This design comes from an exercise in tuning for small area on the open sky130 flow, not from production work. The RTL was checked by simulation tests, not by an equivalence proof against the original design. The clock input has no modelled driver; a real chip could not lean on it and would need a root buffer or a full tree. Power is estimated from default activity; no workload was simulated.

## fancy_fader
module fancy_fader(input wire clk, input wire rst, input wire [15:0] random,
	output wire ws2812_out, output wire trigger, output wire data_request);
For scale: ~520 cells after synthesis, about 21 I/O pins.
export LEC_CHECK = 0
export CAP_MARGIN = 20
export CORE_MARGIN = 2
export CORE_UTILIZATION = 40
export GPL_TIMING_DRIVEN = 0
export SLEW_MARGIN = 20
export CTS_LEAVES = 18
export CTS_LEAF_CELL = sky130_fd_sc_hd__clkbuf_4
export CTS_ROOT_CELL = sky130_fd_sc_hd__clkbuf_4
export PRE_CTS_TCL = /design/flow/flow/mycts.tcl
export BUFFER_PORTS_ARGS = -buffer_cell sky130_fd_sc_hd__buf_1
export PRE_RESIZE_TCL = /design/flow/flow/downsize.tcl
create_clock -name core_clock -period 12.0 [get_ports {clk}]
standard.sh (not shown) runs the stock make flow with config.mk's settings and CLKGATE_MAP_FILE= SYNTH_SCRIPT=/design/flow/synth_recipe.tcl, a recipe that flattens the netlist after the stock synthesis.
==> flow/flow/run.sh <==
#!/bin/bash
# own flow: the standard flow (standard.sh, unchanged synthesis) with
# extra ORFS settings: a hand-built two-level clock tree (flow/mycts.tcl)
# instead of TritonCTS, small port buffers, and logic cells taken down to
# their smallest drive strength before repair_design (flow/downsize.tcl).
HERE=$(pwd)
cat >> config.mk <<EOC
export CTS_LEAVES = 18
export CTS_LEAF_CELL = sky130_fd_sc_hd__clkbuf_4
export CTS_ROOT_CELL = sky130_fd_sc_hd__clkbuf_4
export PRE_CTS_TCL = $HERE/flow/mycts.tcl
export BUFFER_PORTS_ARGS = -buffer_cell sky130_fd_sc_hd__buf_1
export PRE_RESIZE_TCL = $HERE/flow/downsize.tcl
EOC
bash standard.sh > standard.log 2>&1
Other scripts of this flow, unchanged in this note and not shown: flow/flow/downsize.tcl, flow/flow/mycts.tcl
The baseline went through all stages and came out clean.
Then changed:
--- a/flow/config.mk
+++ b/flow/config.mk
@@ -11 +10,0 @@
-export GPL_TIMING_DRIVEN = 0
The new run passed the timing, DRC and antenna checks.
Routed wire length fell by 5.2%.
Global-route usage falls by 0.12 points.
Design area goes down by 0.66%.
Hold slack stays flat.
Worst setup slack is better by 0.17 ns.
Via count went down by 2.8%.
Register-to-register slack is better by 0.17 ns.
Total power stays flat.
Sequential power stays flat.
Cell count is lower by 1.5%.
Then changed:
--- a/flow/config.mk
+++ b/flow/config.mk
@@ -8 +8 @@
-export CAP_MARGIN = 20
+export CAP_MARGIN = 5
@@ -11 +11 @@
-export SLEW_MARGIN = 20
+export SLEW_MARGIN = 5
Setup slack improves by 0.0058 ns; maximum frequency barely changes; critical path depth stays the same; sequential power barely changes; hold slack is about the same; clock skew is about the same; routed wire length is about the same; die area does not change; sequential cell count stays the same; core utilization barely changes; design area barely changes.
No run of this note takes its clock network from TritonCTS; it comes from the design's own scripts or RTL.

* * *

Another version of the RTL of fancy_fader (not shown whole).
For scale: roughly 570 cells after synthesis, about 6400 sq um of cells after synthesis.
// fancy_fader
module fancy_fader(input wire clk, input wire rst, input wire [15:0] random,
	output wire ws2812_out, output wire trigger, output wire data_request);
export LEC_CHECK = 0
export CAP_MARGIN = 20
export CORE_MARGIN = 2
export CORE_UTILIZATION = 40
export SLEW_MARGIN = 20
export CTS_ARGS = -sink_clustering_enable -repair_clock_nets -buf_list sky130_fd_sc_hd__clkbuf_16 -sink_clustering_size 40 -sink_clustering_max_diameter 120 -dont_use_dummy_load
export BUFFER_PORTS_ARGS = -buffer_cell sky130_fd_sc_hd__buf_1
export PRE_RESIZE_TCL = /design/flow/flow/downsize.tcl
create_clock -name core_clock -period 12.0 [get_ports {clk}]
==> flow/flow/run.sh <==
#!/bin/bash
# own flow: the standard flow (standard.sh, unchanged synthesis) with
# extra ORFS settings: no dummy clock loads in CTS, small port buffers,
# and logic cells taken down to their smallest drive strength before
# repair_design (flow/downsize.tcl).
HERE=$(pwd)
cat >> config.mk <<EOC
export CTS_ARGS = -sink_clustering_enable -repair_clock_nets -buf_list sky130_fd_sc_hd__clkbuf_16 -sink_clustering_size 40 -sink_clustering_max_diameter 120 -dont_use_dummy_load
export BUFFER_PORTS_ARGS = -buffer_cell sky130_fd_sc_hd__buf_1
export PRE_RESIZE_TCL = $HERE/flow/downsize.tcl
EOC
bash standard.sh > standard.log 2>&1
==> flow/flow/downsize.tcl <==
# PRE_RESIZE hook: move every combinational cell to the smallest drive
# strength of its function; repair_design, which runs right after, adds
# back buffering or sizing wherever slew, capacitance or fanout need it.
set block [ord::get_db_block]
set db [ord::get_db]
set n 0
foreach inst [$block getInsts] {
  set m [[$inst getMaster] getName]
  if { ![regexp {^sky130_fd_sc_hd__([a-z0-9]+)_([0-9]+)$} $m all base drive] } { continue }
  if { [regexp {^(df|edf|sdf|dl|tap|fill|decap|conb|clk|buf|inv)} $base] } { continue }
  if { $drive <= 1 } { continue }
  foreach d {0 1} {
    if { $d >= $drive } { break }
    set cand "sky130_fd_sc_hd__${base}_$d"
    set cm [$db findMaster $cand]
    if { $cm != "NULL" && [lsearch -exact $::env(DONT_USE_CELLS) $cand] < 0 } {
      replace_cell [$inst getName] $cand
      incr n
      break
    }
  }
}
puts "downsize.tcl: replaced $n cells"
The starting point passed the timing, DRC and antenna checks.
Rerun with:
--- a/flow/flow/run.sh
+++ b/flow/flow/run.sh
@@ -7,3 +7,3 @@
 cat >> config.mk <<EOC
-export CTS_ARGS = -sink_clustering_enable -repair_clock_nets -buf_list sky130_fd_sc_hd__clkbuf_16 -sink_clustering_size 40 -sink_clustering_max_diameter 120 -dont_use_dummy_load
+export CTS_ARGS = -sink_clustering_enable -repair_clock_nets -buf_list sky130_fd_sc_hd__clkbuf_8 -sink_clustering_size 30 -sink_clustering_max_diameter 100 -dont_use_dummy_load
 export BUFFER_PORTS_ARGS = -buffer_cell sky130_fd_sc_hd__buf_1
--- a/flow/config.mk
+++ b/flow/config.mk
@@ -11,3 +11,3 @@
 export SLEW_MARGIN = 20
-export CTS_ARGS = -sink_clustering_enable -repair_clock_nets -buf_list sky130_fd_sc_hd__clkbuf_16 -sink_clustering_size 40 -sink_clustering_max_diameter 120 -dont_use_dummy_load
+export CTS_ARGS = -sink_clustering_enable -repair_clock_nets -buf_list sky130_fd_sc_hd__clkbuf_8 -sink_clustering_size 30 -sink_clustering_max_diameter 100 -dont_use_dummy_load
 export BUFFER_PORTS_ARGS = -buffer_cell sky130_fd_sc_hd__buf_1
Sequential share of layout area increases by 1.4 points.
Count of clock-buffer cells in the layout does not change.
Combinational power stays flat.
Design area decreases by 2.7%.
Worst setup slack hardly moves.
Via count decreases by 0.57%.
Global-route usage decreases by 0.19 points.
Maximum frequency stays flat.
Core utilization decreases by 1.2 points.
Die area does not change.
Rerun with:
==> flow/flow/run.sh (replaced) <==
#!/bin/bash
# own flow: the standard flow (standard.sh, unchanged synthesis) with
# extra ORFS settings: no dummy clock loads in CTS, small port buffers,
# and power recovery (downsizing of gates off the critical paths).
cat >> config.mk <<'EOC'
export CTS_ARGS = -sink_clustering_enable -repair_clock_nets -buf_list sky130_fd_sc_hd__clkbuf_8 -sink_clustering_size 24 -dont_use_dummy_load
export RECOVER_POWER = 100
EOC
bash standard.sh > standard.log 2>&1
==> flow/config.mk (replaced) <==
export PLATFORM = sky130hd
export DESIGN_NAME = fancy_fader
export DESIGN_NICKNAME = fancy_fader
export VERILOG_FILES = /design/flow/design.v
export SDC_FILE = /design/flow/constraint.sdc
export NUM_CORES = 4
export LEC_CHECK = 0
export CAP_MARGIN = 20
export CORE_MARGIN = 2
export CORE_UTILIZATION = 40
export SLEW_MARGIN = 20
export CTS_ARGS = -sink_clustering_enable -repair_clock_nets -buf_list sky130_fd_sc_hd__clkbuf_8 -sink_clustering_size 24 -dont_use_dummy_load
export RECOVER_POWER = 100
removed: flow/flow/downsize.tcl
What happened:
- The new run ran to the end with violations: capacitance limit, slew limit
- fmax is higher slightly
- wire length is higher slightly
- sequential power is about the same
- critical path depth is lower by 2
- worst setup slack improved by 0.047 ns
- register-to-register slack improved by 0.05 ns
- count of clock-buffer cells in the layout does not change
- design area is higher slightly
Rerun with:
==> flow/flow/run.sh (replaced) <==
#!/bin/bash
# own flow: the standard flow (standard.sh, unchanged synthesis) with
# extra ORFS settings: no dummy clock loads in CTS, small port buffers,
# and logic cells taken down to their smallest drive strength before
# repair_design (flow/downsize.tcl).
HERE=$(pwd)
cat >> config.mk <<EOC
export CTS_ARGS = -sink_clustering_enable -repair_clock_nets -buf_list sky130_fd_sc_hd__clkbuf_8 -sink_buffer_max_cap_derate 1.0 -dont_use_dummy_load
export BUFFER_PORTS_ARGS = -buffer_cell sky130_fd_sc_hd__buf_1
export PRE_RESIZE_TCL = $HERE/flow/downsize.tcl
EOC
bash standard.sh > standard.log 2>&1
==> flow/flow/downsize.tcl (new file) <==
# PRE_RESIZE hook: move every combinational cell to the smallest drive
# strength of its function; repair_design, which runs right after, adds
# back buffering or sizing wherever slew, capacitance or fanout need it.
set block [ord::get_db_block]
set db [ord::get_db]
set n 0
foreach inst [$block getInsts] {
  set m [[$inst getMaster] getName]
  if { ![regexp {^sky130_fd_sc_hd__([a-z0-9]+)_([0-9]+)$} $m all base drive] } { continue }
  if { [regexp {^(df|edf|sdf|dl|tap|fill|decap|conb|clk|buf|inv)} $base] } { continue }
  if { $drive <= 1 } { continue }
  foreach d {0 1} {
    if { $d >= $drive } { break }
    set cand "sky130_fd_sc_hd__${base}_$d"
    set cm [$db findMaster $cand]
    if { $cm != "NULL" && [lsearch -exact $::env(DONT_USE_CELLS) $cand] < 0 } {
      replace_cell [$inst getName] $cand
      incr n
      break
    }
  }
}
puts "downsize.tcl: replaced $n cells"
--- a/flow/config.mk
+++ b/flow/config.mk
@@ -11,3 +11,4 @@
 export SLEW_MARGIN = 20
-export CTS_ARGS = -sink_clustering_enable -repair_clock_nets -buf_list sky130_fd_sc_hd__clkbuf_8 -sink_clustering_size 24 -dont_use_dummy_load
-export RECOVER_POWER = 100
+export CTS_ARGS = -sink_clustering_enable -repair_clock_nets -buf_list sky130_fd_sc_hd__clkbuf_8 -sink_buffer_max_cap_derate 1.0 -dont_use_dummy_load
+export BUFFER_PORTS_ARGS = -buffer_cell sky130_fd_sc_hd__buf_1
+export PRE_RESIZE_TCL = /design/flow/flow/downsize.tcl
Effect: The new run went through all stages and came out clean. Synthesized area does not change. Global-route usage goes down by 0.14 points. Combinational power went down by a little under a tenth.
Rerun with:
--- a/flow/flow/run.sh
+++ b/flow/flow/run.sh
@@ -7,3 +7,3 @@
 cat >> config.mk <<EOC
-export CTS_ARGS = -sink_clustering_enable -repair_clock_nets -buf_list sky130_fd_sc_hd__clkbuf_8 -sink_buffer_max_cap_derate 1.0 -dont_use_dummy_load
+export CTS_ARGS = -sink_clustering_enable -repair_clock_nets -buf_list sky130_fd_sc_hd__clkbuf_16 -sink_buffer_max_cap_derate 1.0 -sink_clustering_size 40 -sink_clustering_max_diameter 150 -dont_use_dummy_load
 export BUFFER_PORTS_ARGS = -buffer_cell sky130_fd_sc_hd__buf_1
--- a/flow/config.mk
+++ b/flow/config.mk
@@ -11,3 +11,3 @@
 export SLEW_MARGIN = 20
-export CTS_ARGS = -sink_clustering_enable -repair_clock_nets -buf_list sky130_fd_sc_hd__clkbuf_8 -sink_buffer_max_cap_derate 1.0 -dont_use_dummy_load
+export CTS_ARGS = -sink_clustering_enable -repair_clock_nets -buf_list sky130_fd_sc_hd__clkbuf_16 -sink_buffer_max_cap_derate 1.0 -sink_clustering_size 40 -sink_clustering_max_diameter 150 -dont_use_dummy_load
 export BUFFER_PORTS_ARGS = -buffer_cell sky130_fd_sc_hd__buf_1
Result: Routed wire length increases by 0.83%; global-route usage went up by 0.19 points; core utilization rises by 1.2 points; worst setup slack stays flat; first-iteration DRC count went down by 5.9%; power went up by 15%; non-clock buffer count stays the same.
Rerun with:
==> flow/flow/run.sh (replaced) <==
#!/bin/bash
# own flow: the standard flow (standard.sh, unchanged synthesis) with
# extra ORFS settings: no dummy clock loads in CTS, small port buffers,
# and power recovery (downsizing of gates off the critical paths).
cat >> config.mk <<'EOC'
export CTS_ARGS = -sink_clustering_enable -repair_clock_nets -buf_list sky130_fd_sc_hd__clkbuf_8 -sink_clustering_size 24 -dont_use_dummy_load
export BUFFER_PORTS_ARGS = -buffer_cell sky130_fd_sc_hd__buf_1
EOC
bash standard.sh > standard.log 2>&1
==> flow/config.mk (replaced) <==
export PLATFORM = sky130hd
export DESIGN_NAME = fancy_fader
export DESIGN_NICKNAME = fancy_fader
export VERILOG_FILES = /design/flow/design.v
export SDC_FILE = /design/flow/constraint.sdc
export NUM_CORES = 4
export LEC_CHECK = 0
export CAP_MARGIN = 20
export CORE_MARGIN = 2
export CORE_UTILIZATION = 40
export SLEW_MARGIN = 20
export CTS_ARGS = -sink_clustering_enable -repair_clock_nets -buf_list sky130_fd_sc_hd__clkbuf_8 -sink_clustering_size 24 -dont_use_dummy_load
export BUFFER_PORTS_ARGS = -buffer_cell sky130_fd_sc_hd__buf_1
removed: flow/flow/downsize.tcl
Effect: The changed run completed with no timing, DRC or antenna violations. Routed wire length decreases slightly. Cell area decreases slightly. Worst setup slack is worse by 0.0091 ns. Utilization decreases by 0.77 points. Combinational power increases by a few percent. Via count decreases slightly.

[separate check: timing with driven ports]
How much do the figures lean on ideal ports? The routed layouts below were timed once more, with nothing changed but the port constraints. Step 1, drivers: a clkbuf_16 drives clk and a buf_2 each remaining input, both assumed. Step 2 adds t to the input delays and takes it off the output delays; t is the mean of the earliest and latest rising clock arrival at the registers after step 1. Input paths then give back, and output paths get back, about the clock's delay inside the block. Slacks: no drivers / after step 1 / after step 2; pairs: no drivers / after step 1.
run | t, ns | setup slack, ns | worst hold slack (ns) | clock arrival spread, ns | worst register clock-pin slew, ns
the first run of note 1 | 0.601 | 7.332 / 7.332 / 7.332 | 0.323 / 0.323 / 0.323 | 0.019 / 0.019 | 0.11 / 0.11
the second run of note 1 | 0.603 | 7.499 / 7.498 / 7.499 | 0.324 / 0.324 / 0.324 | 0.016 / 0.017 | 0.11 / 0.11
the third run of note 1 | 0.604 | 7.504 / 7.498 / 7.504 | 0.324 / 0.324 / 0.324 | 0.017 / 0.016 | 0.11 / 0.11
the first run of note 2 | 0.450 | 6.968 / 6.968 / 6.968 | 0.318 / 0.318 / 0.318 | 0.028 / 0.028 | 0.07 / 0.07
the second run of note 2 | 0.470 | 6.968 / 6.968 / 6.968 | 0.316 / 0.316 / 0.316 | 0.041 / 0.040 | 0.10 / 0.10
the third run of note 2 | 0.471 | 7.015 / 7.015 / 7.015 | 0.313 / 0.313 / 0.313 | 0.036 / 0.036 | 0.10 / 0.10
the fourth run of note 2 | 0.470 | 6.968 / 6.968 / 6.968 | 0.316 / 0.316 / 0.316 | 0.041 / 0.040 | 0.10 / 0.10
the fifth run of note 2 | 0.450 | 6.968 / 6.968 / 6.968 | 0.318 / 0.318 / 0.318 | 0.028 / 0.028 | 0.07 / 0.07
the sixth run of note 2 | 0.470 | 6.959 / 6.959 / 6.959 | 0.312 / 0.312 / 0.312 | 0.038 / 0.038 | 0.10 / 0.10
